Source: an optimization exercise on an open RTL-to-GDS flow (aim: small area and a short achievable clock period). Production flows keep margins and buffers that such runs may drop.
In this exercise RTL edits were held to simulation tests only and were not proved equivalent to the original.
No activity file was given, so power comes from the tool's default toggle rates. The flow treats the clock pin as an ideal source, which a real chip does not have.

== pine ==
## top
module top #(
    parameter DATA_WIDTH   = 16,
    parameter SCALE_SHIFT  = 4
)(
    input  wire                         clk,
    input  wire                         rst_n,
    input  wire                         valid_in,
    input  wire signed [DATA_WIDTH-1:0] pixel_in,
    input  wire [7:0]                   img_width,
    input  wire [7:0]                   img_height,
    output wire                         valid_conv0,
    output wire signed [2*DATA_WIDTH+4:0] conv_out0,
    output wire                         valid_relu0,
    output wire [7:0]                   relu_out0,
    output wire                         valid_pool0,
    output wire signed [15:0]           pool_out0,
    output wire                         valid_conv1,
    output wire signed [2*DATA_WIDTH+4:0] conv_out1,
    output wire                         valid_relu1,
    output wire [7:0]                   relu_out1,
    output wire                         valid_pool1,
    output wire signed [15:0]           pool_out1
);
Size in the first run: ~4,200 cells after synthesis, about 2,100 flip-flops, roughly 160 I/O pins, roughly 74,000 µm² of cells after synthesis.
export LEC_CHECK = 0
export ABC_AREA = 1
export CAP_MARGIN = 20
export CORE_MARGIN = 2
export CORE_UTILIZATION = 85
export SLEW_MARGIN = 20
create_clock -name core_clock -period 15.0 [get_ports {clk}]
standard.sh (not shown) runs the stock make flow with config.mk's settings and CLKGATE_MAP_FILE= SYNTH_SCRIPT=/design/flow/synth_recipe.tcl, a recipe that flattens the netlist after the stock synthesis.
==> flow/flow/run.sh <==
#!/bin/bash
set -euo pipefail
export BUFFER_PORTS_ARGS="-buffer_cell sky130_fd_sc_hd__buf_2"
export CTS_ARGS="-sink_clustering_enable -repair_clock_nets -sink_clustering_size 30 -sink_clustering_max_diameter 100 -dont_use_dummy_load"
export SETUP_SLACK_MARGIN=10.6
bash standard.sh > standard.log 2>&1
For pine, the flow was terminated by a tool error in clock tree synthesis and produced no final design.
diff inputs: pine => maple
- a change of CORE_UTILIZATION from 85 to 75
==> comparison <==
maple did not stop at any stage, and its layout met the timing, DRC and antenna checks.
Reported for pine and maple, synthesized area turned out identical to the last digit.
Placed cell count on maple is up relative to pine.
The number of cells upsized or downsized after cts in maple was lower than what pine gave.
Going from pine to maple, floorplan die height has increased; die width climbed about 6%; post-synthesis simple-gate area fraction ~0 delta; clock net sink count was more or less identical.
Re cell row count: maple is 7 up on pine.

* * *

The RTL this note starts from:
==> flow/design.v <==
module window_buffer_3x3_2d_with_padding #(
    parameter MAX_WIDTH = 32
)(
    input  wire               clk,
    input  wire               rst_n,
    input  wire               valid_in,
    input  wire signed [15:0] data_in,
    input  wire [4:0]         wm1,
    input  wire [7:0]         hm1,
    output reg                valid_out,
    output reg                first_out,
    output reg                last_out,
    output reg  signed [17:0] v_out,
    output reg  signed [16:0] d_out
);
    reg signed [15:0] mem_a [0:MAX_WIDTH-1];
    reg signed [15:0] mem_b [0:MAX_WIDTH-1];
    reg               vr;           
    reg signed [15:0] xr;           
    reg [4:0]         col;          
    reg [4:0]         cn;           
    reg [7:0]         row;
    reg               row0;         
    reg               virt;         
    reg               done;
    reg signed [15:0] rd_a, rd_b;   
    wire ev       = virt | (vr & ~done);
    wire at_last  = (col == wm1);
    always @(posedge clk) xr <= data_in;
    always @(posedge clk or negedge rst_n) begin
        if (!rst_n) begin
            vr <= 1'b0;
            col <= 5'd0; cn <= 5'd1; row <= 8'd0; row0 <= 1'b1;
            virt <= 1'b0; done <= 1'b0;
            valid_out <= 1'b0;
        end else begin
            vr <= valid_in;
            valid_out <= ev & ~row0;
            if (ev) begin
                col <= cn;
                cn  <= (cn == wm1) ? 5'd0 : cn + 5'd1;
                if (at_last) begin
                    row  <= row + 8'd1;
                    row0 <= 1'b0;
                    if (virt) begin
                        virt <= 1'b0;
                        done <= 1'b1;
                    end else if (row == hm1) begin
                        virt <= 1'b1;
                    end
                end
            end
        end
    end
    integer i;
    always @(posedge clk) begin
        for (i = 0; i < MAX_WIDTH; i = i + 1)
            if (ev && !virt && col == i) begin
                mem_a[i] <= row0 ? 16'sd0 : rd_b;
                mem_b[i] <= xr;
            end
    end
    reg signed [15:0] ra, rb;
    always @* begin
        ra = 16'sd0; rb = 16'sd0;
        for (i = 0; i < MAX_WIDTH; i = i + 1)
            if (cn == i) begin
                ra = ra | mem_a[i];
                rb = rb | mem_b[i];
            end
    end
    always @(posedge clk) begin
        if (ev) begin
            rd_a <= ra;
            rd_b <= rb;
        end
    end
    wire signed [15:0] x  = virt ? 16'sd0 : xr;
    wire signed [17:0] ea = rd_a, eb = rd_b, ex = x;
    wire [17:0] cs_s = ea ^ eb ^ ex;
    wire [17:0] cs_c = (ea & eb) | (ea & ex) | (eb & ex);
    always @(posedge clk) begin
        first_out <= (col == 5'd0);
        last_out  <= at_last;
        v_out <= cs_s + {cs_c[16:0], 1'b0};
        d_out <= rd_a - x;
    end
endmodule
module conv_pipelined (
    input  wire               clk,
    input  wire               rst_n,
    input  wire               valid_in,
    input  wire               first_in,
    input  wire               last_in,
    input  wire signed [17:0] v_in,
    input  wire signed [16:0] d_in,
    output reg                valid_out,
    output reg  signed [18:0] conv0,
    output reg  signed [18:0] conv1,
    output reg  [6:0]         relu0,
    output reg  [6:0]         relu1
);
    reg signed [17:0] lv, mv;
    reg signed [16:0] ld, md;
    reg               flush;
    wire signed [17:0] nv = flush ? 18'sd0 : v_in;
    wire signed [16:0] nd = flush ? 17'sd0 : d_in;
    wire signed [18:0] s0 = lv - nv;
    wire signed [18:0] el = ld, em = md, en = nd;
    wire [18:0] cs_s = el ^ em ^ en;
    wire [18:0] cs_c = (el & em) | (el & en) | (em & en);
    wire signed [18:0] s1 = cs_s + {cs_c[17:0], 1'b0};
    wire [6:0] q0, q1;
    relu u_r0 (.data_in(s0), .data_out(q0));
    relu u_r1 (.data_in(s1), .data_out(q1));
    always @(posedge clk or negedge rst_n) begin
        if (!rst_n) begin
            flush <= 1'b0;
            valid_out <= 1'b0;
        end else begin
            flush <= valid_in & last_in;
            valid_out <= (valid_in & ~first_in) | flush;
        end
    end
    always @(posedge clk) begin
        if (valid_in) begin
            lv <= first_in ? 18'sd0 : mv;
            ld <= first_in ? 17'sd0 : md;
            mv <= v_in;
            md <= d_in;
        end
        conv0 <= s0;
        conv1 <= s1;
        relu0 <= q0;
        relu1 <= q1;
    end
endmodule
module relu (
    input  wire signed [18:0] data_in,
    output wire [6:0]         data_out
);
    wire neg  = data_in[18];
    wire big  = |data_in[17:11];       
    assign data_out = neg ? 7'd0 : (big ? 7'd127 : data_in[10:4]);
endmodule
module pooling_buffer_3x3_stream #(
    parameter MAX_WIDTH = 32
)(
    input  wire       clk,
    input  wire       rst_n,
    input  wire       valid_in,
    input  wire [6:0] data_in0,
    input  wire [6:0] data_in1,
    input  wire [4:0] wm1,
    output reg        valid_out,
    output reg  [6:0] max_out0,
    output reg  [6:0] max_out1
);
    reg [6:0] m0 [2:MAX_WIDTH-1];
    reg [6:0] v0 [2:MAX_WIDTH-1];
    reg [6:0] m1 [2:MAX_WIDTH-1];
    reg [6:0] v1 [2:MAX_WIDTH-1];
    reg [4:0] col;       
    reg [4:0] cn;        
    reg       row1;      
    reg       row2;      
    reg       col2;      
    reg [6:0] a0, a1;    
    reg [6:0] b0, b1;    
    reg [6:0] pm0, pv0, pm1, pv1;    
    wire at_last = (col == wm1);
    always @(posedge clk or negedge rst_n) begin
        if (!rst_n) begin
            col <= 5'd0; cn <= 5'd1;
            row1 <= 1'b0; row2 <= 1'b0; col2 <= 1'b0;
            valid_out <= 1'b0;
        end else begin
            valid_out <= valid_in & col2 & row2;
            if (valid_in) begin
                col <= cn;
                cn  <= (cn == wm1) ? 5'd0 : cn + 5'd1;
                col2 <= cn[4:1] != 4'd0;
                if (at_last) begin
                    row1 <= 1'b1;
                    row2 <= row1;
                end
            end
        end
    end
    wire [6:0] h0 = (a0 >= data_in0) ? a0 : data_in0;
    wire [6:0] h1 = (a1 >= data_in1) ? a1 : data_in1;
    wire [6:0] p0, p1, n0, n1;
    pooling u_p0 (.a(pm0), .b(a0), .c(data_in0), .m(p0));
    pooling u_p1 (.a(pm1), .b(a1), .c(data_in1), .m(p1));
    pooling u_n0 (.a(pv0), .b(a0), .c(data_in0), .m(n0));
    pooling u_n1 (.a(pv1), .b(a1), .c(data_in1), .m(n1));
    reg [6:0] rm0, rv0, rm1, rv1;
    integer i;
    always @* begin
        rm0 = 7'd0; rv0 = 7'd0; rm1 = 7'd0; rv1 = 7'd0;
        for (i = 2; i < MAX_WIDTH; i = i + 1)
            if (cn == i) begin
                rm0 = rm0 | m0[i]; rv0 = rv0 | v0[i];
                rm1 = rm1 | m1[i]; rv1 = rv1 | v1[i];
            end
    end
    always @(posedge clk) begin
        if (valid_in) begin
            a0 <= (b0 >= data_in0) ? b0 : data_in0; b0 <= data_in0;
            a1 <= (b1 >= data_in1) ? b1 : data_in1; b1 <= data_in1;
            pm0 <= rm0; pv0 <= rv0;
            pm1 <= rm1; pv1 <= rv1;
        end
        for (i = 2; i < MAX_WIDTH; i = i + 1)
            if (valid_in && col == i) begin
                m0[i] <= n0; v0[i] <= h0;
                m1[i] <= n1; v1[i] <= h1;
            end
        max_out0 <= p0;
        max_out1 <= p1;
    end
endmodule
module pooling (
    input  wire [6:0] a,
    input  wire [6:0] b,
    input  wire [6:0] c,
    output wire [6:0] m
);
    wire ab = a >= b;
    wire ac = a >= c;
    wire bc = b >= c;
    assign m = (ab & ac) ? a : ((~ab & bc) ? b : c);
endmodule
module top #(
    parameter DATA_WIDTH   = 16,
    parameter SCALE_SHIFT  = 4
)(
    input  wire                         clk,
    input  wire                         rst_n,
    input  wire                         valid_in,
    input  wire signed [DATA_WIDTH-1:0] pixel_in,
    input  wire [7:0]                   img_width,
    input  wire [7:0]                   img_height,
    output wire                         valid_conv0,
    output wire signed [2*DATA_WIDTH+4:0] conv_out0,
    output wire                         valid_relu0,
    output wire [7:0]                   relu_out0,
    output wire                         valid_pool0,
    output wire signed [15:0]           pool_out0,
    output wire                         valid_conv1,
    output wire signed [2*DATA_WIDTH+4:0] conv_out1,
    output wire                         valid_relu1,
    output wire [7:0]                   relu_out1,
    output wire                         valid_pool1,
    output wire signed [15:0]           pool_out1
);
    reg [4:0] wm1;       
    reg [7:0] hm1;       
    always @(posedge clk) begin
        wm1 <= img_width[4:0] - 5'd1;
        hm1 <= img_height - 8'd1;
    end
    wire               col_valid;    
    wire               col_first;    
    wire               col_last;     
    wire signed [17:0] col_v;
    wire signed [16:0] col_d;
    window_buffer_3x3_2d_with_padding u_wb (
        .clk(clk), .rst_n(rst_n),
        .valid_in(valid_in), .data_in(pixel_in),
        .wm1(wm1), .hm1(hm1),
        .valid_out(col_valid), .first_out(col_first), .last_out(col_last),
        .v_out(col_v), .d_out(col_d)
    );
    wire               cv_valid;
    wire signed [18:0] c0, c1;
    wire [6:0]         r0, r1;
    conv_pipelined u_conv (
        .clk(clk), .rst_n(rst_n),
        .valid_in(col_valid), .first_in(col_first), .last_in(col_last),
        .v_in(col_v), .d_in(col_d),
        .valid_out(cv_valid), .conv0(c0), .conv1(c1), .relu0(r0), .relu1(r1)
    );
    assign valid_conv0 = cv_valid;
    assign valid_conv1 = cv_valid;
    assign valid_relu0 = cv_valid;
    assign valid_relu1 = cv_valid;
    assign conv_out0 = {{18{c0[18]}}, c0};
    assign conv_out1 = {{18{c1[18]}}, c1};
    assign relu_out0 = {1'b0, r0};
    assign relu_out1 = {1'b0, r1};
    wire       pl_valid;
    wire [6:0] p0, p1;
    pooling_buffer_3x3_stream u_pb (
        .clk(clk), .rst_n(rst_n),
        .valid_in(cv_valid), .data_in0(r0), .data_in1(r1),
        .wm1(wm1),
        .valid_out(pl_valid), .max_out0(p0), .max_out1(p1)
    );
    assign valid_pool0 = pl_valid;
    assign valid_pool1 = pl_valid;
    assign pool_out0 = {9'd0, p0};
    assign pool_out1 = {9'd0, p1};
endmodule
make LEC_CHECK=0 CAP_MARGIN=20 CORE_MARGIN=2 CORE_UTILIZATION=45 SLEW_MARGIN=20 finish   # period 15.0 ns
run.sh (not shown) runs the stock make flow with config.mk's settings and CLKGATE_MAP_FILE= SYNTH_SCRIPT=/design/flow/synth_recipe.tcl, a recipe that flattens the netlist after the stock synthesis.
Stock flow here: none of the scripts above is used.
Next try:
--- a/flow/config.mk
+++ b/flow/config.mk
@@ -8,4 +8,6 @@
 export CAP_MARGIN = 20
 export CORE_MARGIN = 2
-export CORE_UTILIZATION = 45
+export CORE_UTILIZATION = 65
+export CTS_CLUSTER_DIAMETER = 80
+export CTS_CLUSTER_SIZE = 24
 export SLEW_MARGIN = 20
The new run produced a clean layout.
Global-route usage goes up by 10 points.
Routed wire length went down by 6.2%.
Final area shrinks by about 5%.
Sequential cell count stays the same.
Sequential share of layout area went up by 3.7 points.
Cell count falls by 13%.
Synthesized cell count stays the same.
Non-clock buffer count falls by 15.

* * *

== north ==
top, a different RTL version from the one above (not shown whole).
For scale: roughly 160 I/O pins, about 74000 sq um of cells after synthesis.
export LEC_CHECK = 0
export ABC_AREA = 1
export CAP_MARGIN = 20
export CORE_MARGIN = 2
export CORE_UTILIZATION = 75
export SLEW_MARGIN = 20
create_clock -name core_clock -period 15.0 [get_ports {clk}]
standard.sh (not shown) runs the stock make flow with config.mk's settings and CLKGATE_MAP_FILE= SYNTH_SCRIPT=/design/flow/synth_recipe.tcl, a recipe that flattens the netlist after the stock synthesis.
==> flow/flow/run.sh <==
#!/bin/bash
set -euo pipefail
export BUFFER_PORTS_ARGS="-buffer_cell sky130_fd_sc_hd__buf_2"
export CTS_ARGS="-sink_clustering_enable -repair_clock_nets -sink_clustering_size 24 -sink_clustering_max_diameter 80 -dont_use_dummy_load"
export SETUP_SLACK_MARGIN=10.6
bash standard.sh > standard.log 2>&1
diff inputs: north => south
==> flow/flow/run.sh <==
#!/bin/bash
set -euo pipefail
export BUFFER_PORTS_ARGS="-buffer_cell sky130_fd_sc_hd__buf_2"
export CTS_ARGS="-sink_clustering_enable -repair_clock_nets -sink_clustering_size 30 -sink_clustering_max_diameter 100 -dont_use_dummy_load"
export SETUP_SLACK_MARGIN=10.6
bash standard.sh > standard.log 2>&1
Notes after the runs:
south was carried through to the last stage, and its layout satisfied the timing, DRC and antenna checks. Vias after detailed routing delta (south -> north): insignificant. Number of antenna violations at the first check in global routing: south vs north down 2. Comparing south with north, the final period utilization came out essentially unchanged. Comparing north and south, the higher total net switching power is on north.

static timing again, ports no longer ideal:
The results above use ideal ports. As a check the final layouts listed here were re-extracted and re-timed, cells and wires unchanged.
Step 1 (the two cells are an assumption about what drives the block):
set clk [get_ports {clk}]
set_driving_cell -lib_cell sky130_fd_sc_hd__clkbuf_16 $clk
set_driving_cell -lib_cell sky130_fd_sc_hd__buf_2 [delete_from_list [all_inputs] $clk]
Step 2 times the ports against the registers' clock, not the clock port: input delays grow and output delays shrink by t, the midpoint of the rising clock arrivals with the driver on.
Slacks: no drivers / after step 1 / after step 2; pairs: no drivers / after step 1.
| run | shift t [ns] | slack for setup (ns) | cell pins on the clock port's net |
|---|---|---|---|
| maple | 0.730 | 10.626 / 10.556 / 10.384 | 1 |
| the first run of note 2 | 0.946 | 9.497 / 9.415 / 10.361 | 1 |
| the second run of note 2 | 0.830 | 9.910 / 9.829 / 10.659 | 1 |
| north | 0.764 | 10.658 / 10.583 / 10.428 | 1 |
| south | 0.746 | 10.672 / 10.601 / 10.449 | 1 |
After both steps setup and hold are still met in every run listed. For maple, which loses most, drivers alone change the setup slack by -0.070 ns; drivers and shift together by -0.242 ns.
